This design comes from an exercise in tuning for small area and a short achievable clock period on the open sky130 flow, not from production work. Only simulation tests tie the RTL to the original design; equivalence was not proved.

==> flow/design.v (outline; a module is shown in full before it is edited, if it fits) <==
// module fpu_tree: 2824 lines
// module fpu_cpa: 671 lines
// module fpu_fa: 4 lines
// module fpu_xnor2: 3 lines
// module fpu_or2: 3 lines
// module FPU_Main: 279 lines
// module fpu_mux2: 3 lines
module FPU_Main (
    input clk,
    input [31:0] A,
    input [31:0] B,
    input [1:0] S,
    output [31:0] O
);
  // ...
==> flow/flow/run.sh <==
#!/bin/bash
set -euo pipefail
bash standard.sh synth > synth.log 2>&1
bash standard.sh SETUP_SLACK_MARGIN=17 finish > layout.log 2>&1
==> flow/standard.sh <==
#!/bin/bash
# synth_recipe.tcl (not shown) runs the flow's synth.tcl, then flattens the netlist and writes it again
# the make line also repeats each setting of config.mk as NAME=value (left out here)
make -C /OpenROAD-flow-scripts/flow DESIGN_CONFIG=/design/flow/config.mk WORK_HOME=/design/flow/orfs CLKGATE_MAP_FILE= SYNTH_SCRIPT=/design/flow/synth_recipe.tcl "${@:-finish}"
==> flow/config.mk <==
export PLATFORM = sky130hd
export DESIGN_NAME = FPU_Main
export DESIGN_NICKNAME = FPU_Main
export VERILOG_FILES = /design/flow/design.v
export SDC_FILE = /design/flow/constraint.sdc
export NUM_CORES = 8
export LEC_CHECK = 0
export ABC_AREA = 1
export CAP_MARGIN = 20
export CORE_MARGIN = 2
export CORE_UTILIZATION = 40
export SLEW_MARGIN = 20
export SYNTH_HIERARCHICAL = 1
export SYNTH_MINIMUM_KEEP_SIZE = 0
==> flow/constraint.sdc <==
create_clock -name core_clock -period 25.0 [get_ports {clk}]
set_input_delay 5.0000 -clock core_clock [delete_from_list [all_inputs] [get_ports {clk}]]
set_output_delay 5.0000 -clock core_clock [all_outputs]
set_load 0.01 [all_outputs]
==> metrics.md, run 1 <==
| Metric | Value |
|---|---|
| Die area | 0.0766 mm2 |
| Aggregate global-route resource usage | 26.8% |
| Final ANT Viol Nets | 0 |
| Commonest cells in the netlist | nand2_1, inv_1, fa_1 |
| Achievable frequency | 0.129 GHz |
| Routing usage on met1 | around 34% |
| CP bufs+invs | 8 |
| Final Hold Slack | 0.502 ns |
| Crit. Startpoint | t[4] |
| Minimum clock period | 7.76 ns |
| Hold WC Path Type | reg2reg |
| Final core utilization | 43.8% |
| Signal inverters | 549 |
| Final antenna diode count | 0 |
| Clock network area share | 1.84% |
| Final Hold Fails | 0 |
| Synth Area in Adders | between 30% and 40% |
| Critical Path End | t[0] |
| Critical Path Start Type | register |
| R2R Path Start | t[4] |
| Layout overhead on the synthesized area | 8.98% |
| Slew Limit Fails | 0 |
| Status | finished clean |
| TritonCTS clock tree | done |
| Placed insts | ~4700 |
| IO Count | 99 |
| Met3 WL | 8.79 mm |
==> run 2, diff against run 1 <==
--- a/flow/design.v
+++ b/flow/design.v
@@ -2267,11 +2267,8 @@
     assign cn603 = ~cin;
-    fpu_xnor2 hs1 (.a(pp26), .b(pp3), .y(s604));
-    fpu_or2 hc1 (.a(pp26), .b(pp3), .y(c605));
+    fpu_hai h1 (.a(pp26), .b(pp3), .s(s604), .co(c605));
     fpu_fa f1 (.a(pp27), .b(pp4), .ci(pp50), .s(s606), .co(c607));
-    fpu_xnor2 hs2 (.a(pp73), .b(c605), .y(s608));
-    fpu_or2 hc2 (.a(pp73), .b(c605), .y(c609));
+    fpu_hai h2 (.a(pp73), .b(c605), .s(s608), .co(c609));
     fpu_fa f2 (.a(pp28), .b(pp5), .ci(pp51), .s(s610), .co(c611));
     fpu_fa f3 (.a(pp74), .b(pp97), .ci(c607), .s(s612), .co(c613));
-    fpu_xnor2 hs3 (.a(c609), .b(s610), .y(s614));
-    fpu_or2 hc3 (.a(c609), .b(s610), .y(c615));
+    fpu_hai h3 (.a(c609), .b(s610), .s(s614), .co(c615));
     fpu_fa f4 (.a(pp121), .b(pp29), .ci(pp52), .s(s616), .co(c617));
@@ -2279,4 +2276,3 @@
     fpu_fa f6 (.a(c611), .b(s616), .ci(s618), .s(s620), .co(c621));
-    fpu_xnor2 hs4 (.a(c615), .b(c613), .y(s622));
-    fpu_or2 hc4 (.a(c615), .b(c613), .y(c623));
+    fpu_hai h4 (.a(c615), .b(c613), .s(s622), .co(c623));
     fpu_fa f7 (.a(pp122), .b(pp145), .ci(pp30), .s(s624), .co(c625));
@@ -2285,4 +2281,3 @@
     fpu_fa f10 (.a(s624), .b(s626), .ci(c621), .s(s630), .co(c631));
-    fpu_xnor2 hs5 (.a(s628), .b(c623), .y(s632));
-    fpu_or2 hc5 (.a(s628), .b(c623), .y(c633));
+    fpu_hai h5 (.a(s628), .b(c623), .s(s632), .co(c633));
     fpu_fa f11 (.a(pp100), .b(pp123), .ci(pp146), .s(s634), .co(c635));
@@ -2292,4 +2287,3 @@
     fpu_fa f15 (.a(c629), .b(s638), .ci(s640), .s(s642), .co(c643));
-    fpu_xnor2 hs6 (.a(c633), .b(c631), .y(s644));
-    fpu_or2 hc6 (.a(c633), .b(c631), .y(c645));
+    fpu_hai h6 (.a(c633), .b(c631), .s(s644), .co(c645));
     fpu_fa f16 (.a(pp101), .b(pp124), .ci(pp147), .s(s646), .co(c647));
@@ -2300,4 +2294,3 @@
     fpu_fa f21 (.a(c641), .b(s652), .ci(s654), .s(s656), .co(c657));
-    fpu_xnor2 hs7 (.a(c643), .b(c645), .y(s658));
-    fpu_or2 hc7 (.a(c643), .b(c645), .y(c659));
+    fpu_hai h7 (.a(c643), .b(c645), .s(s658), .co(c659));
     fpu_fa f22 (.a(pp10), .b(pp102), .ci(pp125), .s(s660), .co(c661));
@@ -2309,4 +2302,3 @@
     fpu_fa f28 (.a(s668), .b(c655), .ci(s670), .s(s672), .co(c673));
-    fpu_xnor2 hs8 (.a(c657), .b(c659), .y(s674));
-    fpu_or2 hc8 (.a(c657), .b(c659), .y(c675));
+    fpu_hai h8 (.a(c657), .b(c659), .s(s674), .co(c675));
     fpu_fa f29 (.a(pp103), .b(pp11), .ci(pp126), .s(s676), .co(c677));
@@ -2319,4 +2311,3 @@
     fpu_fa f36 (.a(s686), .b(c671), .ci(s688), .s(s690), .co(c691));
-    fpu_xnor2 hs9 (.a(c673), .b(s690), .y(s692));
-    fpu_or2 hc9 (.a(c673), .b(s690), .y(c693));
+    fpu_hai h9 (.a(c673), .b(s690), .s(s692), .co(c693));
     fpu_fa f37 (.a(pp104), .b(pp12), .ci(pp127), .s(s694), .co(c695));
@@ -2330,4 +2321,3 @@
     fpu_fa f45 (.a(c689), .b(s706), .ci(s708), .s(s710), .co(c711));
-    fpu_xnor2 hs10 (.a(c691), .b(s710), .y(s712));
-    fpu_or2 hc10 (.a(c691), .b(s710), .y(c713));
+    fpu_hai h10 (.a(c691), .b(s710), .s(s712), .co(c713));
     fpu_fa f46 (.a(pp105), .b(pp128), .ci(pp13), .s(s714), .co(c715));
@@ -2342,4 +2332,3 @@
     fpu_fa f55 (.a(s728), .b(c709), .ci(s730), .s(s732), .co(c733));
-    fpu_xnor2 hs11 (.a(c711), .b(s732), .y(s734));
-    fpu_or2 hc11 (.a(c711), .b(s732), .y(c735));
+    fpu_hai h11 (.a(c711), .b(s732), .s(s734), .co(c735));
     fpu_fa f56 (.a(pp106), .b(pp129), .ci(pp14), .s(s736), .co(c737));
@@ -2355,4 +2344,3 @@
     fpu_fa f66 (.a(s752), .b(c731), .ci(s754), .s(s756), .co(c757));
-    fpu_xnor2 hs12 (.a(c733), .b(s756), .y(s758));
-    fpu_or2 hc12 (.a(c733), .b(s756), .y(c759));
+    fpu_hai h12 (.a(c733), .b(s756), .s(s758), .co(c759));
     fpu_fa f67 (.a(pp107), .b(pp130), .ci(pp15), .s(s760), .co(c761));
@@ -2369,4 +2357,3 @@
     fpu_fa f78 (.a(s778), .b(c755), .ci(s780), .s(s782), .co(c783));
-    fpu_xnor2 hs13 (.a(c757), .b(s782), .y(s784));
-    fpu_or2 hc13 (.a(c757), .b(s782), .y(c785));
+    fpu_hai h13 (.a(c757), .b(s782), .s(s784), .co(c785));
     fpu_fa f79 (.a(pp108), .b(pp131), .ci(pp154), .s(s786), .co(c787));
@@ -2384,4 +2371,3 @@
     fpu_fa f91 (.a(s806), .b(c781), .ci(s808), .s(s810), .co(c811));
-    fpu_xnor2 hs14 (.a(c783), .b(s810), .y(s812));
-    fpu_or2 hc14 (.a(c783), .b(s810), .y(c813));
+    fpu_hai h14 (.a(c783), .b(s810), .s(s812), .co(c813));
     fpu_fa f92 (.a(pp109), .b(pp132), .ci(pp155), .s(s814), .co(c815));
@@ -2400,4 +2386,3 @@
     fpu_fa f105 (.a(s836), .b(c809), .ci(s838), .s(s840), .co(c841));
-    fpu_xnor2 hs15 (.a(c811), .b(s840), .y(s842));
-    fpu_or2 hc15 (.a(c811), .b(s840), .y(c843));
+    fpu_hai h15 (.a(c811), .b(s840), .s(s842), .co(c843));
     fpu_fa f106 (.a(pp110), .b(pp133), .ci(pp156), .s(s844), .co(c845));
@@ -2417,4 +2402,3 @@
     fpu_fa f120 (.a(s868), .b(c839), .ci(s870), .s(s872), .co(c873));
-    fpu_xnor2 hs16 (.a(c841), .b(s872), .y(s874));
-    fpu_or2 hc16 (.a(c841), .b(s872), .y(c875));
+    fpu_hai h16 (.a(c841), .b(s872), .s(s874), .co(c875));
     fpu_fa f121 (.a(pp111), .b(pp134), .ci(pp157), .s(s876), .co(c877));
@@ -2435,4 +2419,3 @@
     fpu_fa f136 (.a(s902), .b(c871), .ci(s904), .s(s906), .co(c907));
-    fpu_xnor2 hs17 (.a(c873), .b(s906), .y(s908));
-    fpu_or2 hc17 (.a(c873), .b(s906), .y(c909));
+    fpu_hai h17 (.a(c873), .b(s906), .s(s908), .co(c909));
     fpu_fa f137 (.a(pp112), .b(pp135), .ci(pp158), .s(s910), .co(c911));
@@ -2454,4 +2437,3 @@
     fpu_fa f153 (.a(s938), .b(c905), .ci(s940), .s(s942), .co(c943));
-    fpu_xnor2 hs18 (.a(c907), .b(s942), .y(s944));
-    fpu_or2 hc18 (.a(c907), .b(s942), .y(c945));
+    fpu_hai h18 (.a(c907), .b(s942), .s(s944), .co(c945));
     fpu_fa f154 (.a(pp113), .b(pp136), .ci(pp159), .s(s946), .co(c947));
@@ -2474,4 +2456,3 @@
     fpu_fa f171 (.a(s976), .b(c941), .ci(s978), .s(s980), .co(c981));
-    fpu_xnor2 hs19 (.a(c943), .b(s980), .y(s982));
-    fpu_or2 hc19 (.a(c943), .b(s980), .y(c983));
+    fpu_hai h19 (.a(c943), .b(s980), .s(s982), .co(c983));
     fpu_fa f172 (.a(pp114), .b(pp137), .ci(pp160), .s(s984), .co(c985));
@@ -2495,4 +2476,3 @@
     fpu_fa f190 (.a(s1016), .b(c979), .ci(s1018), .s(s1020), .co(c1021));
-    fpu_xnor2 hs20 (.a(c981), .b(s1020), .y(s1022));
-    fpu_or2 hc20 (.a(c981), .b(s1020), .y(c1023));
+    fpu_hai h20 (.a(c981), .b(s1020), .s(s1022), .co(c1023));
     fpu_fa f191 (.a(pp115), .b(pp138), .ci(pp161), .s(s1024), .co(c1025));
@@ -2517,4 +2497,3 @@
     fpu_fa f210 (.a(s1058), .b(c1019), .ci(s1060), .s(s1062), .co(c1063));
-    fpu_xnor2 hs21 (.a(c1021), .b(s1062), .y(s1064));
-    fpu_or2 hc21 (.a(c1021), .b(s1062), .y(c1065));
+    fpu_hai h21 (.a(c1021), .b(s1062), .s(s1064), .co(c1065));
     fpu_fa f211 (.a(pp116), .b(pp139), .ci(pp162), .s(s1066), .co(c1067));
@@ -2541,4 +2520,3 @@
     fpu_fa f232 (.a(s1104), .b(c1061), .ci(s1106), .s(s1108), .co(c1109));
-    fpu_xnor2 hs22 (.a(c1063), .b(s1108), .y(s1110));
-    fpu_or2 hc22 (.a(c1063), .b(s1108), .y(c1111));
+    fpu_hai h22 (.a(c1063), .b(s1108), .s(s1110), .co(c1111));
     fpu_fa f233 (.a(pp117), .b(pp140), .ci(pp163), .s(s1112), .co(c1113));
@@ -2565,4 +2543,3 @@
     fpu_fa f254 (.a(s1150), .b(c1107), .ci(s1152), .s(s1154), .co(c1155));
-    fpu_xnor2 hs23 (.a(c1109), .b(s1154), .y(s1156));
-    fpu_or2 hc23 (.a(c1109), .b(s1154), .y(c1157));
+    fpu_hai h23 (.a(c1109), .b(s1154), .s(s1156), .co(c1157));
     fpu_fa f255 (.a(pp118), .b(pp141), .ci(pp164), .s(s1158), .co(c1159));
@@ -2923,96 +2900,96 @@
     wire p1761;
-    wire G1762;
+    wire g1762;
     wire G1763;
-    wire P1764;
-    wire G1765;
-    wire P1766;
-    wire G1767;
-    wire P1768;
-    wire G1769;
-    wire P1770;
-    wire G1771;
-    wire P1772;
-    wire G1773;
-    wire P1774;
-    wire G1775;
-    wire P1776;
-    wire G1777;
-    wire P1778;
-    wire G1779;
-    wire P1780;
-    wire G1781;
-    wire P1782;
-    wire G1783;
-    wire P1784;
-    wire G1785;
-    wire P1786;
-    wire G1787;
-    wire P1788;
-    wire G1789;
-    wire P1790;
-    wire G1791;
-    wire P1792;
-    wire G1793;
-    wire P1794;
-    wire G1795;
-    wire P1796;
-    wire G1797;
-    wire P1798;
-    wire G1799;
-    wire P1800;
-    wire G1801;
-    wire P1802;
-    wire G1803;
-    wire P1804;
-    wire G1805;
-    wire P1806;
-    wire G1807;
-    wire P1808;
-    wire G1809;
+    wire G1764;
+    wire P1765;
+    wire G1766;
+    wire P1767;
+    wire G1768;
+    wire P1769;
+    wire G1770;
+    wire P1771;
+    wire G1772;
+    wire P1773;
+    wire G1774;
+    wire P1775;
+    wire G1776;
+    wire P1777;
+    wire G1778;
+    wire P1779;
+    wire G1780;
+    wire P1781;
+    wire G1782;
+    wire P1783;
+    wire G1784;
+    wire P1785;
+    wire G1786;
+    wire P1787;
+    wire G1788;
+    wire P1789;
+    wire G1790;
+    wire P1791;
+    wire G1792;
+    wire P1793;
+    wire G1794;
+    wire P1795;
+    wire G1796;
+    wire P1797;
+    wire G1798;
+    wire P1799;
+    wire G1800;
+    wire P1801;
+    wire G1802;
+    wire P1803;
+    wire G1804;
+    wire P1805;
+    wire G1806;
+    wire P1807;
+    wire G1808;
+    wire P1809;
     wire G1810;
     wire G1811;
-    wire P1812;
-    wire G1813;
-    wire P1814;
-    wire G1815;
-    wire P1816;
-    wire G1817;
-    wire P1818;
-    wire G1819;
-    wire P1820;
-    wire G1821;
-    wire P1822;
-    wire G1823;
-    wire P1824;
-    wire G1825;
-    wire P1826;
-    wire G1827;
-    wire P1828;
-    wire G1829;
-    wire P1830;
-    wire G1831;
-    wire P1832;
-    wire G1833;
-    wire P1834;
-    wire G1835;
-    wire P1836;
-    wire G1837;
-    wire P1838;
-    wire G1839;
-    wire P1840;
-    wire G1841;
-    wire P1842;
-    wire G1843;
-    wire P1844;
-    wire G1845;
-    wire P1846;
-    wire G1847;
-    wire P1848;
-    wire G1849;
-    wire P1850;
-    wire G1851;
-    wire P1852;
-    wire G1853;
-    wire P1854;
-    wire G1855;
+    wire G1812;
+    wire P1813;
+    wire G1814;
+    wire P1815;
+    wire G1816;
+    wire P1817;
+    wire G1818;
+    wire P1819;
+    wire G1820;
+    wire P1821;
+    wire G1822;
+    wire P1823;
+    wire G1824;
+    wire P1825;
+    wire G1826;
+    wire P1827;
+    wire G1828;
+    wire P1829;
+    wire G1830;
+    wire P1831;
+    wire G1832;
+    wire P1833;
+    wire G1834;
+    wire P1835;
+    wire G1836;
+    wire P1837;
+    wire G1838;
+    wire P1839;
+    wire G1840;
+    wire P1841;
+    wire G1842;
+    wire P1843;
+    wire G1844;
+    wire P1845;
+    wire G1846;
+    wire P1847;
+    wire G1848;
+    wire P1849;
+    wire G1850;
+    wire P1851;
+    wire G1852;
+    wire P1853;
+    wire G1854;
+    wire P1855;
     wire G1856;
@@ -3021,42 +2998,42 @@
     wire G1859;
-    wire P1860;
-    wire G1861;
-    wire P1862;
-    wire G1863;
-    wire P1864;
-    wire G1865;
-    wire P1866;
-    wire G1867;
-    wire P1868;
-    wire G1869;
-    wire P1870;
-    wire G1871;
-    wire P1872;
-    wire G1873;
-    wire P1874;
-    wire G1875;
-    wire P1876;
-    wire G1877;
-    wire P1878;
-    wire G1879;
-    wire P1880;
-    wire G1881;
-    wire P1882;
-    wire G1883;
-    wire P1884;
-    wire G1885;
-    wire P1886;
-    wire G1887;
-    wire P1888;
-    wire G1889;
-    wire P1890;
-    wire G1891;
-    wire P1892;
-    wire G1893;
-    wire P1894;
-    wire G1895;
-    wire P1896;
-    wire G1897;
-    wire P1898;
-    wire G1899;
+    wire G1860;
+    wire P1861;
+    wire G1862;
+    wire P1863;
+    wire G1864;
+    wire P1865;
+    wire G1866;
+    wire P1867;
+    wire G1868;
+    wire P1869;
+    wire G1870;
+    wire P1871;
+    wire G1872;
+    wire P1873;
+    wire G1874;
+    wire P1875;
+    wire G1876;
+    wire P1877;
+    wire G1878;
+    wire P1879;
+    wire G1880;
+    wire P1881;
+    wire G1882;
+    wire P1883;
+    wire G1884;
+    wire P1885;
+    wire G1886;
+    wire P1887;
+    wire G1888;
+    wire P1889;
+    wire G1890;
+    wire P1891;
+    wire G1892;
+    wire P1893;
+    wire G1894;
+    wire P1895;
+    wire G1896;
+    wire P1897;
+    wire G1898;
+    wire P1899;
     wire G1900;
@@ -3069,34 +3046,34 @@
     wire G1907;
-    wire P1908;
-    wire G1909;
-    wire P1910;
-    wire G1911;
-    wire P1912;
-    wire G1913;
-    wire P1914;
-    wire G1915;
-    wire P1916;
-    wire G1917;
-    wire P1918;
-    wire G1919;
-    wire P1920;
-    wire G1921;
-    wire P1922;
-    wire G1923;
-    wire P1924;
-    wire G1925;
-    wire P1926;
-    wire G1927;
-    wire P1928;
-    wire G1929;
-    wire P1930;
-    wire G1931;
-    wire P1932;
-    wire G1933;
-    wire P1934;
-    wire G1935;
-    wire P1936;
-    wire G1937;
-    wire P1938;
-    wire G1939;
+    wire G1908;
+    wire P1909;
+    wire G1910;
+    wire P1911;
+    wire G1912;
+    wire P1913;
+    wire G1914;
+    wire P1915;
+    wire G1916;
+    wire P1917;
+    wire G1918;
+    wire P1919;
+    wire G1920;
+    wire P1921;
+    wire G1922;
+    wire P1923;
+    wire G1924;
+    wire P1925;
+    wire G1926;
+    wire P1927;
+    wire G1928;
+    wire P1929;
+    wire G1930;
+    wire P1931;
+    wire G1932;
+    wire P1933;
+    wire G1934;
+    wire P1935;
+    wire G1936;
+    wire P1937;
+    wire G1938;
+    wire P1939;
     wire G1940;
@@ -3117,4 +3094,4 @@
     wire G1955;
-    wire P1956;
-    wire G1957;
+    wire G1956;
+    wire P1957;
     wire G1958;
@@ -3135,361 +3112,363 @@
     wire G1973;
-    assign g1664 = ~(a[0] | b[0]);
+    wire G1974;
+    assign g1664 = a[0] & b[0];
     assign p1665 = a[0] ^ b[0];
-    assign g1666 = ~(a[1] | b[1]);
+    assign g1666 = a[1] & b[1];
     assign p1667 = a[1] ^ b[1];
-    assign g1668 = ~(a[2] | b[2]);
+    assign g1668 = a[2] & b[2];
     assign p1669 = a[2] ^ b[2];
-    assign g1670 = ~(a[3] | b[3]);
+    assign g1670 = a[3] & b[3];
     assign p1671 = a[3] ^ b[3];
-    assign g1672 = ~(a[4] | b[4]);
+    assign g1672 = a[4] & b[4];
     assign p1673 = a[4] ^ b[4];
-    assign g1674 = ~(a[5] | b[5]);
+    assign g1674 = a[5] & b[5];
     assign p1675 = a[5] ^ b[5];
-    assign g1676 = ~(a[6] | b[6]);
+    assign g1676 = a[6] & b[6];
     assign p1677 = a[6] ^ b[6];
-    assign g1678 = ~(a[7] | b[7]);
+    assign g1678 = a[7] & b[7];
     assign p1679 = a[7] ^ b[7];
-    assign g1680 = ~(a[8] | b[8]);
+    assign g1680 = a[8] & b[8];
     assign p1681 = a[8] ^ b[8];
-    assign g1682 = ~(a[9] | b[9]);
+    assign g1682 = a[9] & b[9];
     assign p1683 = a[9] ^ b[9];
-    assign g1684 = ~(a[10] | b[10]);
+    assign g1684 = a[10] & b[10];
     assign p1685 = a[10] ^ b[10];
-    assign g1686 = ~(a[11] | b[11]);
+    assign g1686 = a[11] & b[11];
     assign p1687 = a[11] ^ b[11];
-    assign g1688 = ~(a[12] | b[12]);
+    assign g1688 = a[12] & b[12];
     assign p1689 = a[12] ^ b[12];
-    assign g1690 = ~(a[13] | b[13]);
+    assign g1690 = a[13] & b[13];
     assign p1691 = a[13] ^ b[13];
-    assign g1692 = ~(a[14] | b[14]);
+    assign g1692 = a[14] & b[14];
     assign p1693 = a[14] ^ b[14];
-    assign g1694 = ~(a[15] | b[15]);
+    assign g1694 = a[15] & b[15];
     assign p1695 = a[15] ^ b[15];
-    assign g1696 = ~(a[16] | b[16]);
+    assign g1696 = a[16] & b[16];
     assign p1697 = a[16] ^ b[16];
-    assign g1698 = ~(a[17] | b[17]);
+    assign g1698 = a[17] & b[17];
     assign p1699 = a[17] ^ b[17];
-    assign g1700 = ~(a[18] | b[18]);
+    assign g1700 = a[18] & b[18];
     assign p1701 = a[18] ^ b[18];
-    assign g1702 = ~(a[19] | b[19]);
+    assign g1702 = a[19] & b[19];
     assign p1703 = a[19] ^ b[19];
-    assign g1704 = ~(a[20] | b[20]);
+    assign g1704 = a[20] & b[20];
     assign p1705 = a[20] ^ b[20];
-    assign g1706 = ~(a[21] | b[21]);
+    assign g1706 = a[21] & b[21];
     assign p1707 = a[21] ^ b[21];
-    assign g1708 = ~(a[22] | b[22]);
+    assign g1708 = a[22] & b[22];
     assign p1709 = a[22] ^ b[22];
-    assign g1710 = ~(a[23] | b[23]);
+    assign g1710 = a[23] & b[23];
     assign p1711 = a[23] ^ b[23];
-    assign g1712 = ~(a[24] | b[24]);
+    assign g1712 = a[24] & b[24];
     assign p1713 = a[24] ^ b[24];
-    assign g1714 = ~(a[25] | b[25]);
+    assign g1714 = a[25] & b[25];
     assign p1715 = a[25] ^ b[25];
-    assign g1716 = ~(a[26] | b[26]);
+    assign g1716 = a[26] & b[26];
     assign p1717 = a[26] ^ b[26];
-    assign g1718 = ~(a[27] | b[27]);
+    assign g1718 = a[27] & b[27];
     assign p1719 = a[27] ^ b[27];
-    assign g1720 = ~(a[28] | b[28]);
+    assign g1720 = a[28] & b[28];
     assign p1721 = a[28] ^ b[28];
-    assign g1722 = ~(a[29] | b[29]);
+    assign g1722 = a[29] & b[29];
     assign p1723 = a[29] ^ b[29];
-    assign g1724 = ~(a[30] | b[30]);
+    assign g1724 = a[30] & b[30];
     assign p1725 = a[30] ^ b[30];
-    assign g1726 = ~(a[31] | b[31]);
+    assign g1726 = a[31] & b[31];
     assign p1727 = a[31] ^ b[31];
-    assign g1728 = ~(a[32] | b[32]);
+    assign g1728 = a[32] & b[32];
     assign p1729 = a[32] ^ b[32];
-    assign g1730 = ~(a[33] | b[33]);
+    assign g1730 = a[33] & b[33];
     assign p1731 = a[33] ^ b[33];
-    assign g1732 = ~(a[34] | b[34]);
+    assign g1732 = a[34] & b[34];
     assign p1733 = a[34] ^ b[34];
-    assign g1734 = ~(a[35] | b[35]);
+    assign g1734 = a[35] & b[35];
     assign p1735 = a[35] ^ b[35];
-    assign g1736 = ~(a[36] | b[36]);
+    assign g1736 = a[36] & b[36];
     assign p1737 = a[36] ^ b[36];
-    assign g1738 = ~(a[37] | b[37]);
+    assign g1738 = a[37] & b[37];
     assign p1739 = a[37] ^ b[37];
-    assign g1740 = ~(a[38] | b[38]);
+    assign g1740 = a[38] & b[38];
     assign p1741 = a[38] ^ b[38];
-    assign g1742 = ~(a[39] | b[39]);
+    assign g1742 = a[39] & b[39];
     assign p1743 = a[39] ^ b[39];
-    assign g1744 = ~(a[40] | b[40]);
+    assign g1744 = a[40] & b[40];
     assign p1745 = a[40] ^ b[40];
-    assign g1746 = ~(a[41] | b[41]);
+    assign g1746 = a[41] & b[41];
     assign p1747 = a[41] ^ b[41];
-    assign g1748 = ~(a[42] | b[42]);
+    assign g1748 = a[42] & b[42];
     assign p1749 = a[42] ^ b[42];
-    assign g1750 = ~(a[43] | b[43]);
+    assign g1750 = a[43] & b[43];
     assign p1751 = a[43] ^ b[43];
-    assign g1752 = ~(a[44] | b[44]);
+    assign g1752 = a[44] & b[44];
     assign p1753 = a[44] ^ b[44];
-    assign g1754 = ~(a[45] | b[45]);
+    assign g1754 = a[45] & b[45];
     assign p1755 = a[45] ^ b[45];
-    assign g1756 = ~(a[46] | b[46]);
+    assign g1756 = a[46] & b[46];
     assign p1757 = a[46] ^ b[46];
-    assign g1758 = ~(a[47] | b[47]);
+    assign g1758 = a[47] & b[47];
     assign p1759 = a[47] ^ b[47];
-    assign g1760 = ~(a[48] | b[48]);
+    assign g1760 = a[48] & b[48];
     assign p1761 = a[48] ^ b[48];
-    assign G1762 = g1666 | (p1667 & g1664);
-    assign G1763 = g1670 | (p1671 & g1668);
-    assign P1764 = p1671 & p1669;
-    assign G1765 = g1674 | (p1675 & g1672);
-    assign P1766 = p1675 & p1673;
-    assign G1767 = g1678 | (p1679 & g1676);
-    assign P1768 = p1679 & p1677;
-    assign G1769 = g1682 | (p1683 & g1680);
-    assign P1770 = p1683 & p1681;
-    assign G1771 = g1686 | (p1687 & g1684);
-    assign P1772 = p1687 & p1685;
-    assign G1773 = g1690 | (p1691 & g1688);
-    assign P1774 = p1691 & p1689;
-    assign G1775 = g1694 | (p1695 & g1692);
-    assign P1776 = p1695 & p1693;
-    assign G1777 = g1698 | (p1699 & g1696);
-    assign P1778 = p1699 & p1697;
-    assign G1779 = g1702 | (p1703 & g1700);
-    assign P1780 = p1703 & p1701;
-    assign G1781 = g1706 | (p1707 & g1704);
-    assign P1782 = p1707 & p1705;
-    assign G1783 = g1710 | (p1711 & g1708);
-    assign P1784 = p1711 & p1709;
-    assign G1785 = g1714 | (p1715 & g1712);
-    assign P1786 = p1715 & p1713;
-    assign G1787 = g1718 | (p1719 & g1716);
-    assign P1788 = p1719 & p1717;
-    assign G1789 = g1722 | (p1723 & g1720);
-    assign P1790 = p1723 & p1721;
-    assign G1791 = g1726 | (p1727 & g1724);
-    assign P1792 = p1727 & p1725;
-    assign G1793 = g1730 | (p1731 & g1728);
-    assign P1794 = p1731 & p1729;
-    assign G1795 = g1734 | (p1735 & g1732);
-    assign P1796 = p1735 & p1733;
-    assign G1797 = g1738 | (p1739 & g1736);
-    assign P1798 = p1739 & p1737;
-    assign G1799 = g1742 | (p1743 & g1740);
-    assign P1800 = p1743 & p1741;
-    assign G1801 = g1746 | (p1747 & g1744);
-    assign P1802 = p1747 & p1745;
-    assign G1803 = g1750 | (p1751 & g1748);
-    assign P1804 = p1751 & p1749;
-    assign G1805 = g1754 | (p1755 & g1752);
-    assign P1806 = p1755 & p1753;
-    assign G1807 = g1758 | (p1759 & g1756);
-    assign P1808 = p1759 & p1757;
-    assign G1809 = g1668 | (p1669 & G1762);
-    assign G1810 = G1763 | (P1764 & G1762);
-    assign G1811 = g1676 | (p1677 & G1765);
-    assign P1812 = p1677 & P1766;
-    assign G1813 = G1767 | (P1768 & G1765);
-    assign P1814 = P1768 & P1766;
-    assign G1815 = g1684 | (p1685 & G1769);
-    assign P1816 = p1685 & P1770;
-    assign G1817 = G1771 | (P1772 & G1769);
-    assign P1818 = P1772 & P1770;
-    assign G1819 = g1692 | (p1693 & G1773);
-    assign P1820 = p1693 & P1774;
-    assign G1821 = G1775 | (P1776 & G1773);
-    assign P1822 = P1776 & P1774;
-    assign G1823 = g1700 | (p1701 & G1777);
-    assign P1824 = p1701 & P1778;
-    assign G1825 = G1779 | (P1780 & G1777);
-    assign P1826 = P1780 & P1778;
-    assign G1827 = g1708 | (p1709 & G1781);
-    assign P1828 = p1709 & P1782;
-    assign G1829 = G1783 | (P1784 & G1781);
-    assign P1830 = P1784 & P1782;
-    assign G1831 = g1716 | (p1717 & G1785);
-    assign P1832 = p1717 & P1786;
-    assign G1833 = G1787 | (P1788 & G1785);
-    assign P1834 = P1788 & P1786;
-    assign G1835 = g1724 | (p1725 & G1789);
-    assign P1836 = p1725 & P1790;
-    assign G1837 = G1791 | (P1792 & G1789);
-    assign P1838 = P1792 & P1790;
-    assign G1839 = g1732 | (p1733 & G1793);
-    assign P1840 = p1733 & P1794;
-    assign G1841 = G1795 | (P1796 & G1793);
-    assign P1842 = P1796 & P1794;
-    assign G1843 = g1740 | (p1741 & G1797);
-    assign P1844 = p1741 & P1798;
-    assign G1845 = G1799 | (P1800 & G1797);
-    assign P1846 = P1800 & P1798;
-    assign G1847 = g1748 | (p1749 & G1801);
-    assign P1848 = p1749 & P1802;
-    assign G1849 = G1803 | (P1804 & G1801);
-    assign P1850 = P1804 & P1802;
-    assign G1851 = g1756 | (p1757 & G1805);
-    assign P1852 = p1757 & P1806;
-    assign G1853 = G1807 | (P1808 & G1805);
-    assign P1854 = P1808 & P1806;
-    assign G1855 = g1672 | (p1673 & G1810);
-    assign G1856 = G1765 | (P1766 & G1810);
-    assign G1857 = G1811 | (P1812 & G1810);
-    assign G1858 = G1813 | (P1814 & G1810);
-    assign G1859 = g1688 | (p1689 & G1817);
-    assign P1860 = p1689 & P1818;
-    assign G1861 = G1773 | (P1774 & G1817);
-    assign P1862 = P1774 & P1818;
-    assign G1863 = G1819 | (P1820 & G1817);
-    assign P1864 = P1820 & P1818;
-    assign G1865 = G1821 | (P1822 & G1817);
-    assign P1866 = P1822 & P1818;
-    assign G1867 = g1704 | (p1705 & G1825);
-    assign P1868 = p1705 & P1826;
-    assign G1869 = G1781 | (P1782 & G1825);
-    assign P1870 = P1782 & P1826;
-    assign G1871 = G1827 | (P1828 & G1825);
-    assign P1872 = P1828 & P1826;
-    assign G1873 = G1829 | (P1830 & G1825);
-    assign P1874 = P1830 & P1826;
-    assign G1875 = g1720 | (p1721 & G1833);
-    assign P1876 = p1721 & P1834;
-    assign G1877 = G1789 | (P1790 & G1833);
-    assign P1878 = P1790 & P1834;
-    assign G1879 = G1835 | (P1836 & G1833);
-    assign P1880 = P1836 & P1834;
-    assign G1881 = G1837 | (P1838 & G1833);
-    assign P1882 = P1838 & P1834;
-    assign G1883 = g1736 | (p1737 & G1841);
-    assign P1884 = p1737 & P1842;
-    assign G1885 = G1797 | (P1798 & G1841);
-    assign P1886 = P1798 & P1842;
-    assign G1887 = G1843 | (P1844 & G1841);
-    assign P1888 = P1844 & P1842;
-    assign G1889 = G1845 | (P1846 & G1841);
-    assign P1890 = P1846 & P1842;
-    assign G1891 = g1752 | (p1753 & G1849);
-    assign P1892 = p1753 & P1850;
-    assign G1893 = G1805 | (P1806 & G1849);
-    assign P1894 = P1806 & P1850;
-    assign G1895 = G1851 | (P1852 & G1849);
-    assign P1896 = P1852 & P1850;
-    assign G1897 = G1853 | (P1854 & G1849);
-    assign P1898 = P1854 & P1850;
-    assign G1899 = g1680 | (p1681 & G1858);
-    assign G1900 = G1769 | (P1770 & G1858);
-    assign G1901 = G1815 | (P1816 & G1858);
-    assign G1902 = G1817 | (P1818 & G1858);
-    assign G1903 = G1859 | (P1860 & G1858);
-    assign G1904 = G1861 | (P1862 & G1858);
-    assign G1905 = G1863 | (P1864 & G1858);
-    assign G1906 = G1865 | (P1866 & G1858);
-    assign G1907 = g1712 | (p1713 & G1873);
-    assign P1908 = p1713 & P1874;
-    assign G1909 = G1785 | (P1786 & G1873);
-    assign P1910 = P1786 & P1874;
-    assign G1911 = G1831 | (P1832 & G1873);
-    assign P1912 = P1832 & P1874;
-    assign G1913 = G1833 | (P1834 & G1873);
-    assign P1914 = P1834 & P1874;
-    assign G1915 = G1875 | (P1876 & G1873);
-    assign P1916 = P1876 & P1874;
-    assign G1917 = G1877 | (P1878 & G1873);
-    assign P1918 = P1878 & P1874;
-    assign G1919 = G1879 | (P1880 & G1873);
-    assign P1920 = P1880 & P1874;
-    assign G1921 = G1881 | (P1882 & G1873);
-    assign P1922 = P1882 & P1874;
-    assign G1923 = g1744 | (p1745 & G1889);
-    assign P1924 = p1745 & P1890;
-    assign G1925 = G1801 | (P1802 & G1889);
-    assign P1926 = P1802 & P1890;
-    assign G1927 = G1847 | (P1848 & G1889);
-    assign P1928 = P1848 & P1890;
-    assign G1929 = G1849 | (P1850 & G1889);
-    assign P1930 = P1850 & P1890;
-    assign G1931 = G1891 | (P1892 & G1889);
-    assign P1932 = P1892 & P1890;
-    assign G1933 = G1893 | (P1894 & G1889);
-    assign P1934 = P1894 & P1890;
-    assign G1935 = G1895 | (P1896 & G1889);
-    assign P1936 = P1896 & P1890;
-    assign G1937 = G1897 | (P1898 & G1889);
-    assign P1938 = P1898 & P1890;
-    assign G1939 = g1696 | (p1697 & G1906);
-    assign G1940 = G1777 | (P1778 & G1906);
-    assign G1941 = G1823 | (P1824 & G1906);
-    assign G1942 = G1825 | (P1826 & G1906);
-    assign G1943 = G1867 | (P1868 & G1906);
-    assign G1944 = G1869 | (P1870 & G1906);
-    assign G1945 = G1871 | (P1872 & G1906);
-    assign G1946 = G1873 | (P1874 & G1906);
-    assign G1947 = G1907 | (P1908 & G1906);
-    assign G1948 = G1909 | (P1910 & G1906);
-    assign G1949 = G1911 | (P1912 & G1906);
-    assign G1950 = G1913 | (P1914 & G1906);
-    assign G1951 = G1915 | (P1916 & G1906);
-    assign G1952 = G1917 | (P1918 & G1906);
-    assign G1953 = G1919 | (P1920 & G1906);
-    assign G1954 = G1921 | (P1922 & G1906);
-    assign G1955 = g1760 | (p1761 & G1937);
-    assign P1956 = p1761 & P1938;
-    assign G1957 = g1728 | (p1729 & G1954);
-    assign G1958 = G1793 | (P1794 & G1954);
-    assign G1959 = G1839 | (P1840 & G1954);
-    assign G1960 = G1841 | (P1842 & G1954);
-    assign G1961 = G1883 | (P1884 & G1954);
-    assign G1962 = G1885 | (P1886 & G1954);
-    assign G1963 = G1887 | (P1888 & G1954);
-    assign G1964 = G1889 | (P1890 & G1954);
-    assign G1965 = G1923 | (P1924 & G1954);
-    assign G1966 = G1925 | (P1926 & G1954);
-    assign G1967 = G1927 | (P1928 & G1954);
-    assign G1968 = G1929 | (P1930 & G1954);
-    assign G1969 = G1931 | (P1932 & G1954);
-    assign G1970 = G1933 | (P1934 & G1954);
-    assign G1971 = G1935 | (P1936 & G1954);
-    assign G1972 = G1937 | (P1938 & G1954);
-    assign G1973 = G1955 | (P1956 & G1954);
+    assign g1762 = g1664 | p1665;
+    assign G1763 = g1666 | (p1667 & g1762);
+    assign G1764 = g1670 | (p1671 & g1668);
+    assign P1765 = p1671 & p1669;
+    assign G1766 = g1674 | (p1675 & g1672);
+    assign P1767 = p1675 & p1673;
+    assign G1768 = g1678 | (p1679 & g1676);
+    assign P1769 = p1679 & p1677;
+    assign G1770 = g1682 | (p1683 & g1680);
+    assign P1771 = p1683 & p1681;
+    assign G1772 = g1686 | (p1687 & g1684);
+    assign P1773 = p1687 & p1685;
+    assign G1774 = g1690 | (p1691 & g1688);
+    assign P1775 = p1691 & p1689;
+    assign G1776 = g1694 | (p1695 & g1692);
+    assign P1777 = p1695 & p1693;
+    assign G1778 = g1698 | (p1699 & g1696);
+    assign P1779 = p1699 & p1697;
+    assign G1780 = g1702 | (p1703 & g1700);
+    assign P1781 = p1703 & p1701;
+    assign G1782 = g1706 | (p1707 & g1704);
+    assign P1783 = p1707 & p1705;
+    assign G1784 = g1710 | (p1711 & g1708);
+    assign P1785 = p1711 & p1709;
+    assign G1786 = g1714 | (p1715 & g1712);
+    assign P1787 = p1715 & p1713;
+    assign G1788 = g1718 | (p1719 & g1716);
+    assign P1789 = p1719 & p1717;
+    assign G1790 = g1722 | (p1723 & g1720);
+    assign P1791 = p1723 & p1721;
+    assign G1792 = g1726 | (p1727 & g1724);
+    assign P1793 = p1727 & p1725;
+    assign G1794 = g1730 | (p1731 & g1728);
+    assign P1795 = p1731 & p1729;
+    assign G1796 = g1734 | (p1735 & g1732);
+    assign P1797 = p1735 & p1733;
+    assign G1798 = g1738 | (p1739 & g1736);
+    assign P1799 = p1739 & p1737;
+    assign G1800 = g1742 | (p1743 & g1740);
+    assign P1801 = p1743 & p1741;
+    assign G1802 = g1746 | (p1747 & g1744);
+    assign P1803 = p1747 & p1745;
+    assign G1804 = g1750 | (p1751 & g1748);
+    assign P1805 = p1751 & p1749;
+    assign G1806 = g1754 | (p1755 & g1752);
+    assign P1807 = p1755 & p1753;
+    assign G1808 = g1758 | (p1759 & g1756);
+    assign P1809 = p1759 & p1757;
+    assign G1810 = g1668 | (p1669 & G1763);
+    assign G1811 = G1764 | (P1765 & G1763);
+    assign G1812 = g1676 | (p1677 & G1766);
+    assign P1813 = p1677 & P1767;
+    assign G1814 = G1768 | (P1769 & G1766);
+    assign P1815 = P1769 & P1767;
+    assign G1816 = g1684 | (p1685 & G1770);
+    assign P1817 = p1685 & P1771;
+    assign G1818 = G1772 | (P1773 & G1770);
+    assign P1819 = P1773 & P1771;
+    assign G1820 = g1692 | (p1693 & G1774);
+    assign P1821 = p1693 & P1775;
+    assign G1822 = G1776 | (P1777 & G1774);
+    assign P1823 = P1777 & P1775;
+    assign G1824 = g1700 | (p1701 & G1778);
+    assign P1825 = p1701 & P1779;
+    assign G1826 = G1780 | (P1781 & G1778);
+    assign P1827 = P1781 & P1779;
+    assign G1828 = g1708 | (p1709 & G1782);
+    assign P1829 = p1709 & P1783;
+    assign G1830 = G1784 | (P1785 & G1782);
+    assign P1831 = P1785 & P1783;
+    assign G1832 = g1716 | (p1717 & G1786);
+    assign P1833 = p1717 & P1787;
+    assign G1834 = G1788 | (P1789 & G1786);
+    assign P1835 = P1789 & P1787;
+    assign G1836 = g1724 | (p1725 & G1790);
+    assign P1837 = p1725 & P1791;
+    assign G1838 = G1792 | (P1793 & G1790);
+    assign P1839 = P1793 & P1791;
+    assign G1840 = g1732 | (p1733 & G1794);
+    assign P1841 = p1733 & P1795;
+    assign G1842 = G1796 | (P1797 & G1794);
+    assign P1843 = P1797 & P1795;
+    assign G1844 = g1740 | (p1741 & G1798);
+    assign P1845 = p1741 & P1799;
+    assign G1846 = G1800 | (P1801 & G1798);
+    assign P1847 = P1801 & P1799;
+    assign G1848 = g1748 | (p1749 & G1802);
+    assign P1849 = p1749 & P1803;
+    assign G1850 = G1804 | (P1805 & G1802);
+    assign P1851 = P1805 & P1803;
+    assign G1852 = g1756 | (p1757 & G1806);
+    assign P1853 = p1757 & P1807;
+    assign G1854 = G1808 | (P1809 & G1806);
+    assign P1855 = P1809 & P1807;
+    assign G1856 = g1672 | (p1673 & G1811);
+    assign G1857 = G1766 | (P1767 & G1811);
+    assign G1858 = G1812 | (P1813 & G1811);
+    assign G1859 = G1814 | (P1815 & G1811);
+    assign G1860 = g1688 | (p1689 & G1818);
+    assign P1861 = p1689 & P1819;
+    assign G1862 = G1774 | (P1775 & G1818);
+    assign P1863 = P1775 & P1819;
+    assign G1864 = G1820 | (P1821 & G1818);
+    assign P1865 = P1821 & P1819;
+    assign G1866 = G1822 | (P1823 & G1818);
+    assign P1867 = P1823 & P1819;
+    assign G1868 = g1704 | (p1705 & G1826);
+    assign P1869 = p1705 & P1827;
+    assign G1870 = G1782 | (P1783 & G1826);
+    assign P1871 = P1783 & P1827;
+    assign G1872 = G1828 | (P1829 & G1826);
+    assign P1873 = P1829 & P1827;
+    assign G1874 = G1830 | (P1831 & G1826);
+    assign P1875 = P1831 & P1827;
+    assign G1876 = g1720 | (p1721 & G1834);
+    assign P1877 = p1721 & P1835;
+    assign G1878 = G1790 | (P1791 & G1834);
+    assign P1879 = P1791 & P1835;
+    assign G1880 = G1836 | (P1837 & G1834);
+    assign P1881 = P1837 & P1835;
+    assign G1882 = G1838 | (P1839 & G1834);
+    assign P1883 = P1839 & P1835;
+    assign G1884 = g1736 | (p1737 & G1842);
+    assign P1885 = p1737 & P1843;
+    assign G1886 = G1798 | (P1799 & G1842);
+    assign P1887 = P1799 & P1843;
+    assign G1888 = G1844 | (P1845 & G1842);
+    assign P1889 = P1845 & P1843;
+    assign G1890 = G1846 | (P1847 & G1842);
+    assign P1891 = P1847 & P1843;
+    assign G1892 = g1752 | (p1753 & G1850);
+    assign P1893 = p1753 & P1851;
+    assign G1894 = G1806 | (P1807 & G1850);
+    assign P1895 = P1807 & P1851;
+    assign G1896 = G1852 | (P1853 & G1850);
+    assign P1897 = P1853 & P1851;
+    assign G1898 = G1854 | (P1855 & G1850);
+    assign P1899 = P1855 & P1851;
+    assign G1900 = g1680 | (p1681 & G1859);
+    assign G1901 = G1770 | (P1771 & G1859);
+    assign G1902 = G1816 | (P1817 & G1859);
+    assign G1903 = G1818 | (P1819 & G1859);
+    assign G1904 = G1860 | (P1861 & G1859);
+    assign G1905 = G1862 | (P1863 & G1859);
+    assign G1906 = G1864 | (P1865 & G1859);
+    assign G1907 = G1866 | (P1867 & G1859);
+    assign G1908 = g1712 | (p1713 & G1874);
+    assign P1909 = p1713 & P1875;
+    assign G1910 = G1786 | (P1787 & G1874);
+    assign P1911 = P1787 & P1875;
+    assign G1912 = G1832 | (P1833 & G1874);
+    assign P1913 = P1833 & P1875;
+    assign G1914 = G1834 | (P1835 & G1874);
+    assign P1915 = P1835 & P1875;
+    assign G1916 = G1876 | (P1877 & G1874);
+    assign P1917 = P1877 & P1875;
+    assign G1918 = G1878 | (P1879 & G1874);
+    assign P1919 = P1879 & P1875;
+    assign G1920 = G1880 | (P1881 & G1874);
+    assign P1921 = P1881 & P1875;
+    assign G1922 = G1882 | (P1883 & G1874);
+    assign P1923 = P1883 & P1875;
+    assign G1924 = g1744 | (p1745 & G1890);
+    assign P1925 = p1745 & P1891;
+    assign G1926 = G1802 | (P1803 & G1890);
+    assign P1927 = P1803 & P1891;
+    assign G1928 = G1848 | (P1849 & G1890);
+    assign P1929 = P1849 & P1891;
+    assign G1930 = G1850 | (P1851 & G1890);
+    assign P1931 = P1851 & P1891;
+    assign G1932 = G1892 | (P1893 & G1890);
+    assign P1933 = P1893 & P1891;
+    assign G1934 = G1894 | (P1895 & G1890);
+    assign P1935 = P1895 & P1891;
+    assign G1936 = G1896 | (P1897 & G1890);
+    assign P1937 = P1897 & P1891;
+    assign G1938 = G1898 | (P1899 & G1890);
+    assign P1939 = P1899 & P1891;
+    assign G1940 = g1696 | (p1697 & G1907);
+    assign G1941 = G1778 | (P1779 & G1907);
+    assign G1942 = G1824 | (P1825 & G1907);
+    assign G1943 = G1826 | (P1827 & G1907);
+    assign G1944 = G1868 | (P1869 & G1907);
+    assign G1945 = G1870 | (P1871 & G1907);
+    assign G1946 = G1872 | (P1873 & G1907);
+    assign G1947 = G1874 | (P1875 & G1907);
+    assign G1948 = G1908 | (P1909 & G1907);
+    assign G1949 = G1910 | (P1911 & G1907);
+    assign G1950 = G1912 | (P1913 & G1907);
+    assign G1951 = G1914 | (P1915 & G1907);
+    assign G1952 = G1916 | (P1917 & G1907);
+    assign G1953 = G1918 | (P1919 & G1907);
+    assign G1954 = G1920 | (P1921 & G1907);
+    assign G1955 = G1922 | (P1923 & G1907);
+    assign G1956 = g1760 | (p1761 & G1938);
+    assign P1957 = p1761 & P1939;
+    assign G1958 = g1728 | (p1729 & G1955);
+    assign G1959 = G1794 | (P1795 & G1955);
+    assign G1960 = G1840 | (P1841 & G1955);
+    assign G1961 = G1842 | (P1843 & G1955);
+    assign G1962 = G1884 | (P1885 & G1955);
+    assign G1963 = G1886 | (P1887 & G1955);
+    assign G1964 = G1888 | (P1889 & G1955);
+    assign G1965 = G1890 | (P1891 & G1955);
+    assign G1966 = G1924 | (P1925 & G1955);
+    assign G1967 = G1926 | (P1927 & G1955);
+    assign G1968 = G1928 | (P1929 & G1955);
+    assign G1969 = G1930 | (P1931 & G1955);
+    assign G1970 = G1932 | (P1933 & G1955);
+    assign G1971 = G1934 | (P1935 & G1955);
+    assign G1972 = G1936 | (P1937 & G1955);
+    assign G1973 = G1938 | (P1939 & G1955);
+    assign G1974 = G1956 | (P1957 & G1955);
     assign p[0] = p1665;
-    assign p[1] = p1667 ^ g1664;
-    assign p[2] = p1669 ^ G1762;
-    assign p[3] = p1671 ^ G1809;
-    assign p[4] = p1673 ^ G1810;
-    assign p[5] = p1675 ^ G1855;
-    assign p[6] = p1677 ^ G1856;
-    assign p[7] = p1679 ^ G1857;
-    assign p[8] = p1681 ^ G1858;
-    assign p[9] = p1683 ^ G1899;
-    assign p[10] = p1685 ^ G1900;
-    assign p[11] = p1687 ^ G1901;
-    assign p[12] = p1689 ^ G1902;
-    assign p[13] = p1691 ^ G1903;
-    assign p[14] = p1693 ^ G1904;
-    assign p[15] = p1695 ^ G1905;
-    assign p[16] = p1697 ^ G1906;
-    assign p[17] = p1699 ^ G1939;
-    assign p[18] = p1701 ^ G1940;
-    assign p[19] = p1703 ^ G1941;
-    assign p[20] = p1705 ^ G1942;
-    assign p[21] = p1707 ^ G1943;
-    assign p[22] = p1709 ^ G1944;
-    assign p[23] = p1711 ^ G1945;
-    assign p[24] = p1713 ^ G1946;
-    assign p[25] = p1715 ^ G1947;
-    assign p[26] = p1717 ^ G1948;
-    assign p[27] = p1719 ^ G1949;
-    assign p[28] = p1721 ^ G1950;
-    assign p[29] = p1723 ^ G1951;
-    assign p[30] = p1725 ^ G1952;
-    assign p[31] = p1727 ^ G1953;
-    assign p[32] = p1729 ^ G1954;
-    assign p[33] = p1731 ^ G1957;
-    assign p[34] = p1733 ^ G1958;
-    assign p[35] = p1735 ^ G1959;
-    assign p[36] = p1737 ^ G1960;
-    assign p[37] = p1739 ^ G1961;
-    assign p[38] = p1741 ^ G1962;
-    assign p[39] = p1743 ^ G1963;
-    assign p[40] = p1745 ^ G1964;
-    assign p[41] = p1747 ^ G1965;
-    assign p[42] = p1749 ^ G1966;
-    assign p[43] = p1751 ^ G1967;
-    assign p[44] = p1753 ^ G1968;
-    assign p[45] = p1755 ^ G1969;
-    assign p[46] = p1757 ^ G1970;
-    assign p[47] = p1759 ^ G1971;
-    assign p[48] = p1761 ^ G1972;
+    assign p[1] = ~(p1667 ^ g1762);
+    assign p[2] = ~(p1669 ^ G1763);
+    assign p[3] = ~(p1671 ^ G1810);
+    assign p[4] = ~(p1673 ^ G1811);
+    assign p[5] = ~(p1675 ^ G1856);
+    assign p[6] = ~(p1677 ^ G1857);
+    assign p[7] = ~(p1679 ^ G1858);
+    assign p[8] = ~(p1681 ^ G1859);
+    assign p[9] = ~(p1683 ^ G1900);
+    assign p[10] = ~(p1685 ^ G1901);
+    assign p[11] = ~(p1687 ^ G1902);
+    assign p[12] = ~(p1689 ^ G1903);
+    assign p[13] = ~(p1691 ^ G1904);
+    assign p[14] = ~(p1693 ^ G1905);
+    assign p[15] = ~(p1695 ^ G1906);
+    assign p[16] = ~(p1697 ^ G1907);
+    assign p[17] = ~(p1699 ^ G1940);
+    assign p[18] = ~(p1701 ^ G1941);
+    assign p[19] = ~(p1703 ^ G1942);
+    assign p[20] = ~(p1705 ^ G1943);
+    assign p[21] = ~(p1707 ^ G1944);
+    assign p[22] = ~(p1709 ^ G1945);
+    assign p[23] = ~(p1711 ^ G1946);
+    assign p[24] = ~(p1713 ^ G1947);
+    assign p[25] = ~(p1715 ^ G1948);
+    assign p[26] = ~(p1717 ^ G1949);
+    assign p[27] = ~(p1719 ^ G1950);
+    assign p[28] = ~(p1721 ^ G1951);
+    assign p[29] = ~(p1723 ^ G1952);
+    assign p[30] = ~(p1725 ^ G1953);
+    assign p[31] = ~(p1727 ^ G1954);
+    assign p[32] = ~(p1729 ^ G1955);
+    assign p[33] = ~(p1731 ^ G1958);
+    assign p[34] = ~(p1733 ^ G1959);
+    assign p[35] = ~(p1735 ^ G1960);
+    assign p[36] = ~(p1737 ^ G1961);
+    assign p[37] = ~(p1739 ^ G1962);
+    assign p[38] = ~(p1741 ^ G1963);
+    assign p[39] = ~(p1743 ^ G1964);
+    assign p[40] = ~(p1745 ^ G1965);
+    assign p[41] = ~(p1747 ^ G1966);
+    assign p[42] = ~(p1749 ^ G1967);
+    assign p[43] = ~(p1751 ^ G1968);
+    assign p[44] = ~(p1753 ^ G1969);
+    assign p[45] = ~(p1755 ^ G1970);
+    assign p[46] = ~(p1757 ^ G1971);
+    assign p[47] = ~(p1759 ^ G1972);
+    assign p[48] = ~(p1761 ^ G1973);
 endmodule
@@ -3499,7 +3478,5 @@
 endmodule
-module fpu_xnor2 (input a, input b, output y);
-    assign y = ~(a ^ b);
-endmodule
-module fpu_or2 (input a, input b, output y);
-    assign y = a | b;
+module fpu_hai (input a, input b, output s, output co);
+    assign s = ~(a ^ b);
+    assign co = a | b;
 endmodule
@@ -3753,8 +3730,3 @@
     wire [7:0]  hi_e;
-    genvar ge;
-    generate
-        for (ge = 0; ge < 8; ge = ge + 1) begin : g_hie
-            fpu_mux2 u_e (.s(hs48), .a(e2[ge]), .b(e1[ge]), .y(hi_e[ge]));
-        end
-    endgenerate
+    fpu_mux8 u_hie (.s(hs48), .a(e2), .b(e1), .y(hi_e));
     wire [7:0]  lo_e = e0;
@@ -3765,8 +3737,3 @@
     assign res[31] = rs;
-    genvar gi;
-    generate
-        for (gi = 0; gi < 31; gi = gi + 1) begin : g_res
-            fpu_mux2 u_r (.s(h), .a(r_hi[gi]), .b(r_lo[gi]), .y(res[gi]));
-        end
-    endgenerate
+    fpu_mux31 u_res (.s(h), .a(r_hi[30:0]), .b(r_lo[30:0]), .y(res[30:0]));
     always @(posedge clk) begin
@@ -3784,3 +3751,6 @@
 endmodule
-module fpu_mux2 (input s, input a, input b, output y);
+module fpu_mux31 (input s, input [30:0] a, input [30:0] b, output [30:0] y);
+    assign y = s ? a : b;
+endmodule
+module fpu_mux8 (input s, input [7:0] a, input [7:0] b, output [7:0] y);
     assign y = s ? a : b;
==> run 2 against run 1 <==
Net effect: still clean; critical path depth grew 1; critical endpoint is now t[12]; clock skew shrank 0.0013 ns; largest cell class unchanged; global-route usage down 0.19 points.
==> metrics.md, run 2 <==
| Metric | Value |
|---|---|
| Synth Area in Adders | 40.3% (was 38.7%) |
| Num CTS Buffers | 17 (unchanged) |
| Final period util | 31.0% (about the same) |
| Max clock buf depth | 2 (unchanged) |
| Finished Cell Area | 0.0316 mm2 (was 0.0324 mm2) |
| Die area | 0.0754 mm2 (was 0.0766 mm2) |
| H-tree depth | 4 (unchanged) |
| Unrepaired setup endpoints after global routing | no (unchanged) |
| Largest net degree at the start of global routing | 50 (was 47) |
| Hold Startpoint | a_s0 (was t[28]) |
| Final WL | 97.9 mm (was 101 mm) |
| Final Hold Fails | 0 (unchanged) |
| Synth Area in Compound Gates | 6.45% (was 6.54%) |
| Achievable frequency | 0.129 GHz (about the same) |
| Post-synth cell types | 64 (was 63) |
| Mux share of post-synthesis cell area | 0% (was 0.0336%) |
| Root Driver | clkbuf_16 (unchanged) |
| Most frequent cell after synthesis | nand2_1 (unchanged) |
| Post-synthesis simple-gate area fraction | 24.7% (was 25.0%) |
| Vias in the first global route | 25506 (was 26273) |
| Critical path's most frequent cell | nand2_1 (unchanged) |
| Initial antenna violation count | 1 (unchanged) |
| Ys async rst share | 0% (unchanged) |
| Post-route DRC | 0 (unchanged) |
| Port bufs | 98 (unchanged) |
| Most frequent cells in the layout | nand2_1, fa_1, inv_1 (was nand2_1, inv_1, fa_1) |
| Layout overhead on the synthesized area | 8.01% (was 8.98%) |
| Kind of critical path | reg2reg (unchanged) |
| FF+latch count, synth | 185 (unchanged) |
| Minimum clock period | 7.74 ns (was 7.76 ns) |
| Slowest cell on crit path | fa_1 (was dfxtp_1) |
| # rows | 99 (was 100) |
| Worst rel slew slack | 15.3% (was 32.9%) |
| TritonCTS clock tree | done (unchanged) |
| Number of synthesized flops with an enable pin | 65 (unchanged) |
| Final nets | 4259 (was 4442) |
| Setup ws final | 17.26 ns (was 17.24 ns) |
| Commonest cells in the netlist | nand2_1, fa_1, inv_1 (was nand2_1, inv_1, fa_1) |
| Largest cells by area after synthesis | fa_1, nand2_1, dfxtp_1, edfxtp_1, inv_1 (was fa_1, nand2_1, dfxtp_1, inv_1, edfxtp_1) |
| DR iter-0 viols | 2567 (was 2374) |
| Aggregate global-route resource usage | 26.6% (was 26.8%) |
| Critical Path Start Type | register (unchanged) |
| Pre-CTS WS | 16.59 ns (was 16.68 ns) |
| Worst Skew | 0.0148 ns (was 0.0161 ns) |
| Slew @ Worst Pin | 1.26 ns (was 0.997 ns) |
| Largest stage delay on the critical path | 0.49 ns (was 0.74 ns) |
| CP Data Required Time | 25.38 ns (was 25.37 ns) |
| Die span in x | 275 um (was 277 um) |
| IO Count | 99 (unchanged) |
| Synth Area in XOR/XNOR | 3.95% (was 3.80%) |
| First-pass GRT wire length | 152 mm (was 156 mm) |
| Average wire per cell in the routed design | 21.6 um (was 21.3 um) |
| Grt ovf | 0 (unchanged) |
| Synth Instances | 3527 (was 3729) |
| Fin Setup TNS | 0 ns (unchanged) |
| RD Place Congestion | 0.931 (was 0.904) |
| Die Ht | 275 um (was 277 um) |
| Vias per cell | 5.42 (was 5.35) |
| Top FF cell, synth | dfxtp_1 (unchanged) |
| Synthesized area | 0.0293 mm2 (was 0.0298 mm2) |
| Detail Placement HPWL | 72.0 mm (was 72.6 mm) |
| Arrival time at the worst endpoint | 8.12 ns (was 8.13 ns) |
| Crit. Startpoint | yst (was t[4]) |
| Worst-path clk slew | 0.08 ns (was 0.09 ns) |
| Critical Path Fanout Max | 31 (was 46) |
| Status | finished clean (unchanged) |
| Final ANT Viol Nets | 0 (unchanged) |
| Max-capacitance violation count | 0 (unchanged) |
| Most common cell after layout, fill and taps aside | nand2_1 (unchanged) |
| Layout cells sized above 1 | 7.27% (was 7.41%) |
| Hold WC Path Type | reg2reg (unchanged) |
| Core Footprint | 0.0727 mm2 (was 0.0741 mm2) |
| Clock Sinks | 185 (unchanged) |
| Slew Limit Fails | 0 (unchanged) |
| Top cell type's share of synthesized area | 35.7% (was 35.2%) |
| Final Hold Slack | 0.534 ns (was 0.502 ns) |
| Placement Cell Area | 0.0307 mm2 (was 0.0315 mm2) |
| Clock latency (worst-skew pair) | 0.46 ns (was 0.47 ns) |
| Routed vias | 24601 (was 25401) |
| Area leader, netlist | fa_1 (unchanged) |
| Register area share after synthesis | 14.9% (was 14.6%) |
| Number of setup violations in the final report | 0 (unchanged) |
| R2R Path Start | yst (was t[4]) |
| First drt pass iteration count | 7 (was 6) |
| Synth warn | 7 (unchanged) |
| CTS Hold Bufs | 0 (unchanged) |
| Initial Util | 40.3% (was 40.2%) |
| Main combinational cell family by area after synthesis | adder cells (unchanged) |
| Crit end category | register (unchanged) |
| Syn avg cell area | 8.30 um2 (was 7.98 um2) |
[run 2: cell count changes in the layout (fill, tap and decap cells not counted), sizes merged, moves of 6 or more]
| cell | previous run | this run |
|---|---|---|
| ha | 84 | 107 |
| inv | 555 | 403 |
| nand2 | 1447 | 1342 |
| nand3 | 161 | 171 |
| o21ai | 68 | 62 |
| xnor2 | 71 | 60 |
| xor2 | 58 | 72 |
[run 2: timing repair]
action,in CTS,in global routing
setup buffers,3,7
gates cloned,3,1
endpoints found under the setup margin,31,31
pin swaps,1,1
gates resized for setup,17,42
[run 2: worst paths after layout]
| kind | cells after the start | to | slack [ns] |
|---|---|---|---|
| worst min register to register | 0 | nn | 0.53 |
| worst max-delay path | 33 | t[12] | 17.26 |
| worst min-delay path | 0 | nn | 0.53 |
| worst max register to register | 33 | t[12] | 17.26 |
[run 2: through the flow]
stage	instances	utilization (%)
final	4535	43.5
after global routing	4534	43.5
after CTS	4526	43.2
after detailed placement	4488	42.3
after global placement	4488	42.3
after floorplan	3528	-
[run 2: modules after synthesis (local to each module, per instance)]
module / copies in the design / flops+latches
FPU_Main: 1 / 185
fpu_fa: 507 / 0
fpu_cpa: 1 / 0
fpu_hai: 23 / 0
fpu_tree: 1 / 0
fpu_mux31: 1 / 0
fpu_mux8: 1 / 0
[run 2: layer usage]
metal	share of wire, %	up-vias	global-route usage [%]
met2	46	1211	43.4
met4	3.9	0	9.80
met5	0	-	0
met1	41	12100	34.9
met3	8.9	236	5.41
li1	-	11054	-
[run 2: worst max-delay path: cells and delay by family, from the launching register on]
kind | cells | cell delay (ns)
fa+ha+maj | 9 | 3.78
flops | 1 | 0.44
compound gates | 3 | 0.64
simple gates | 12 | 1.32
buf+inv | 9 | 1.44
[run 2: area by class of cell]
cell class,count,area [um2]
Inverter,400,1520
Sequential cell,185,4360
Clock buffer,21,472
Tap cell,959,1200
Clock inverter,11,85.1
Multi-Input combinational cell,2789,22300
Timing Repair Buffer,167,1660
Fill cell,7302,41100
Timing Repair inverter,2,15.0
Antenna cell,1,2.50
[run 2: cell families after synthesis]
| kind of cell | after synthesis |
|---|---|
| other | 1 |
| XOR/XNOR | 132 |
| adder cells (fa/ha/maj) | 630 |
| buffers and inverters | 555 |
| flip-flops | 185 |
| AND/OR/NAND/NOR | 1732 |
| AO/OA/AOI/OAI | 292 |

## static timing again, ports no longer ideal
How much do the figures lean on ideal ports? The routed layouts below were timed once more, with nothing changed but the port constraints.
Step 1 (the two cells are an assumption about what drives the block):
set clk [get_ports {clk}]
set_driving_cell -lib_cell sky130_fd_sc_hd__clkbuf_16 $clk
set_driving_cell -lib_cell sky130_fd_sc_hd__buf_2 [delete_from_list [all_inputs] $clk]
Step 2 also shifts input and output timing later by t, the mid clock arrival at the registers, as if the neighbouring blocks saw the same clock.
Slacks: ideal / step 1 / step 2; pairs: ideal / step 1.
| run | t, ns | slack for setup (ns) | worst slew at a driven data input, ns | pins driven straight from the clock port |
|---|---|---|---|---|
| run 1 | 0.511 | 17.244 / 17.244 / 17.244 | 0.07 | 1 |
| run 2 | 0.508 | 17.257 / 17.257 / 17.257 | 0.06 | 1 |
After both steps setup and hold are still met in every run listed.
